This is an optimization exercise on Yosys and OpenROAD, whose aim is small area and a short achievable clock period, not a production implementation.
Only simulation tests tie the RTL to the original design; equivalence was not proved.
No activity file was given, so power comes from the tool's default toggle rates.

## job 3570
## mul16
module mul16(
    input clk,
    input logic[15:0] a,
    input logic[15:0] b,
    output logic[31:0] r
);
    wire pp0_0;
    wire pp0_1;
    wire pp0_2;
    wire pp0_3;
    wire pp0_4;
    wire pp0_5;
    wire pp0_6;
    wire pp0_7;
    wire pp0_8;
    wire pp0_9;
    wire pp0_10;
    wire pp0_11;
    wire pp0_12;
    wire pp0_13;
    wire pp0_14;
    wire pp0_15;
    wire pp1_0;
    wire pp1_1;
    wire pp1_2;
    wire pp1_3;
    wire pp1_4;
    wire pp1_5;
    wire pp1_6;
    wire pp1_7;
    wire pp1_8;
    wire pp1_9;
    wire pp1_10;
    wire pp1_11;
    wire pp1_12;
    wire pp1_13;
    wire pp1_14;
    wire pp1_15;
    wire pp2_0;
    wire pp2_1;
    wire pp2_2;
    wire pp2_3;
    wire pp2_4;
    wire pp2_5;
    wire pp2_6;
    wire pp2_7;
    wire pp2_8;
    wire pp2_9;
    wire pp2_10;
    wire pp2_11;
    wire pp2_12;
    wire pp2_13;
    wire pp2_14;
    wire pp2_15;
    wire pp3_0;
    wire pp3_1;
    wire pp3_2;
    wire pp3_3;
    wire pp3_4;
    wire pp3_5;
    wire pp3_6;
    wire pp3_7;
    wire pp3_8;
    wire pp3_9;
    wire pp3_10;
    wire pp3_11;
    wire pp3_12;
    wire pp3_13;
    wire pp3_14;
    wire pp3_15;
    wire pp4_0;
    wire pp4_1;
    wire pp4_2;
    wire pp4_3;
    wire pp4_4;
    wire pp4_5;
    wire pp4_6;
    wire pp4_7;
    wire pp4_8;
    wire pp4_9;
    wire pp4_10;
    wire pp4_11;
    wire pp4_12;
    wire pp4_13;
    wire pp4_14;
    wire pp4_15;
    wire pp5_0;
    wire pp5_1;
    wire pp5_2;
    wire pp5_3;
    wire pp5_4;
    wire pp5_5;
    wire pp5_6;
    wire pp5_7;
    wire pp5_8;
    wire pp5_9;
  ...
For scale: about 65 I/O pins, ~8800 sq um of cells after synthesis.
clock: 5.5 ns
lec_check: 0
cap_margin: 20
core_margin: 2
core_utilization: 40
cts_buf_list: sky130_fd_sc_hd__clkbuf_8
cts_cluster_size: 12
setup_slack_margin: 2.0
slew_margin: 20
synth_hierarchical: 1
synth_minimum_keep_size: 0
standard.sh (not shown) runs the stock make flow with config.mk's settings and CLKGATE_MAP_FILE= SYNTH_SCRIPT=/design/flow/synth_recipe.tcl, a recipe that flattens the netlist after the stock synthesis.
==> flow/flow/run.sh <==
#!/bin/bash
# The standard layout (the standard.sh, standard synthesis unchanged), except that
# the port buffers are sky130_fd_sc_hd__buf_2 cells instead of the resizer's default pick
# (a clkdlybuf4s50_1 delay cell). Every input and output port still gets its buffer.
set -uo pipefail
export BUFFER_PORTS_ARGS="-buffer_cell sky130_fd_sc_hd__buf_2"
bash standard.sh > standard.log 2>&1
Job 3570 reached the final stage; the timing, DRC and antenna checks on its layout passed.
Changes in job 6097 relative to job 3570:
diff --git a/flow/config.mk b/flow/config.mk
--- a/flow/config.mk
+++ b/flow/config.mk
@@ -10 +10 @@
-export CORE_UTILIZATION = 40
+export CORE_UTILIZATION = 75
Notes after the runs:
Job 6097: PASS, flow complete, no timing, DRC or antenna violations
Re worst setup slack after layout: job 3570 and job 6097 aren't equal, and the higher value belongs to job 3570.
The final worst-path cycle share of job 6097 exceeds that of job 3570 by 4.3 points.
For job 6097, the library cell contributing the largest single delay on the critical path was sky130_fd_sc_hd__o31ai_4, unlike job 3570, where it was sky130_fd_sc_hd__fa_1.
Looking at job 3570 and job 6097, the worst hold slack is a wash.
Measured against each other, job 3570 and job 6097 differ in critical path depth, the higher figure coming from job 6097.
> inputs changed (job 6097 -> job 3177)
==> flow/run.sh (new file) <==
#!/bin/bash
# synth_recipe.tcl (not shown) runs the flow's synth.tcl, then flattens the netlist and writes it again
# the make line also repeats each setting of config.mk as NAME=value (left out here)
make -C /OpenROAD-flow-scripts/flow DESIGN_CONFIG=/design/flow/config.mk WORK_HOME=/design/flow/orfs CLKGATE_MAP_FILE= SYNTH_SCRIPT=/design/flow/synth_recipe.tcl finish
diff --git a/flow/config.mk b/flow/config.mk
--- a/flow/config.mk
+++ b/flow/config.mk
@@ -10,3 +10 @@
-export CORE_UTILIZATION = 75
-export CTS_BUF_LIST = sky130_fd_sc_hd__clkbuf_8
-export CTS_CLUSTER_SIZE = 12
+export CORE_UTILIZATION = 40
removed: flow/flow/run.sh
removed: flow/standard.sh
--- outcome ---
Job 3177: layout overhead on the synthesized area 7.6 points above job 6097
In the metrics for job 3177 and job 6097, the one carrying the lower buffer share of cell area is job 6097.
Between job 3177 and job 6097, the total wirelength of the detailed-routed design is higher for job 3177.
Diff job 3177..job 6097 | final sum of negative setup slack | unchanged
In summary, job 3177 completed successfully, with a layout that passed the timing, DRC and antenna checks.
Re wire length of the first global-routing pass: job 3177 and job 6097 aren't equal, and the lower value belongs to job 6097.
Job 3177 has more setup slack than job 6097.
What job 5886 does differently from job 3177 at the input level:
==> flow/flow/run.sh (new file) <==
#!/bin/bash
# The standard layout (the standard.sh, standard synthesis unchanged), except that
# the port buffers are sky130_fd_sc_hd__buf_2 cells instead of the resizer's default pick
# (a clkdlybuf4s50_1 delay cell). Every input and output port still gets its buffer.
set -uo pipefail
export BUFFER_PORTS_ARGS="-buffer_cell sky130_fd_sc_hd__buf_2"
bash standard.sh > standard.log 2>&1
==> flow/standard.sh (new file) <==
#!/bin/bash
# synth_recipe.tcl (not shown) runs the flow's synth.tcl, then flattens the netlist and writes it again
# the make line also repeats each setting of config.mk as NAME=value (left out here)
make -C /OpenROAD-flow-scripts/flow DESIGN_CONFIG=/design/flow/config.mk WORK_HOME=/design/flow/orfs CLKGATE_MAP_FILE= SYNTH_SCRIPT=/design/flow/synth_recipe.tcl "${@:-finish}"
diff --git a/flow/config.mk b/flow/config.mk
--- a/flow/config.mk
+++ b/flow/config.mk
@@ -11 +11,3 @@
-export SETUP_SLACK_MARGIN = 2.0
+export CTS_BUF_LIST = sky130_fd_sc_hd__clkbuf_8
+export CTS_CLUSTER_SIZE = 10
+export SETUP_SLACK_MARGIN = 2.2
removed: flow/run.sh
Findings:
- For job 5886, the critical path start-end classification was flop to flop, unlike job 3177, where it was input pin to flop.
- Higher global-route usage was reported by job 3177, not job 5886.
- Compared with job 3177, job 5886 shows routed wire length on met3 that has gone up by a few percent.
- Looking at critical path arrival across job 3177 and job 5886, the one that comes out lower is job 5886.
Inputs modified between job 5886 and job 2863:
diff --git a/flow/config.mk b/flow/config.mk
--- a/flow/config.mk
+++ b/flow/config.mk
@@ -12,2 +12,2 @@
-export CTS_CLUSTER_SIZE = 10
-export SETUP_SLACK_MARGIN = 2.2
+export CTS_CLUSTER_SIZE = 12
+export SETUP_SLACK_MARGIN = 1.5
[summary]
Changes observed in job 2863 relative to job 5886: final net count barely changed, critical path depth up 2. Compared with job 5886, in job 2863 total design power now sits lower, fmax decreased by 12% relative to the old numbers. The higher post-placement setup slack of job 2863 and job 5886 is in job 5886. Any difference in clock transition at the registers of the reported paths between job 2863 and job 5886 is small enough to ignore. Job 2863 and job 5886 ended up with nearly the same detailed-route DRC error count. Job 2863 reports its worst setup path startpoint as q[33] while job 5886 reports q[52].
#### Input delta (job 1670 over job 2863)
diff --git a/flow/config.mk b/flow/config.mk
--- a/flow/config.mk
+++ b/flow/config.mk
@@ -12,2 +12,2 @@
-export CTS_CLUSTER_SIZE = 12
-export SETUP_SLACK_MARGIN = 1.5
+export CTS_CLUSTER_SIZE = 10
+export SETUP_SLACK_MARGIN = 2.4
## What came out
- Job 2863 reports its start point of the critical path as q[33] while job 1670 reports q[32].
- Per the comparison of job 1670 with job 2863, setup fix buffers added after clock tree synthesis grew by 4; average wire length per cell after detail routing shrank by 0.32 um; final cell count rose 5.

## re-timing with driven ports
The flow's constraints put no driver on any port. The routed layouts listed below were extracted and timed again, unchanged, in two steps. Step 1 (the two cells are an assumption about what drives the block):
set clk [get_ports {clk}]
set_driving_cell -lib_cell sky130_fd_sc_hd__clkbuf_16 $clk
set_driving_cell -lib_cell sky130_fd_sc_hd__buf_2 [delete_from_list [all_inputs] $clk]
Step 2 also shifts input and output timing later by t, the mid clock arrival at the registers, as if the neighbouring blocks saw the same clock. Three values: ideal, step 1, step 2; two values: the first two.
run | shift t [ns] | slack for setup (ns) | worst register clock-pin slew, ns | worst data-port slew with drivers (ns) | cell pins on the clock port's net
job 3570 | 0.434 | 2.185 / 2.168 / 1.734 | 0.12 / 0.12 | 0.07 | 1
job 6097 | 0.423 | 1.950 / 1.950 / 1.778 | 0.10 / 0.10 | 0.06 | 1
job 3177 | 0.403 | 2.033 / 2.052 / 1.649 | 0.09 / 0.09 | 0.05 | 1
job 5886 | 0.442 | 2.189 / 2.189 / 1.875 | 0.12 / 0.12 | 0.04 | 1
job 2863 | 0.439 | 1.744 / 1.744 / 1.744 | 0.12 / 0.12 | 0.05 | 1
job 1670 | 0.438 | 2.208 / 2.208 / 2.034 | 0.12 / 0.12 | 0.05 | 1
After both steps setup and hold are still met in every run listed. The setup slack of job 3570, which loses most, moves by -0.017 ns with the drivers and by -0.451 ns with both steps.
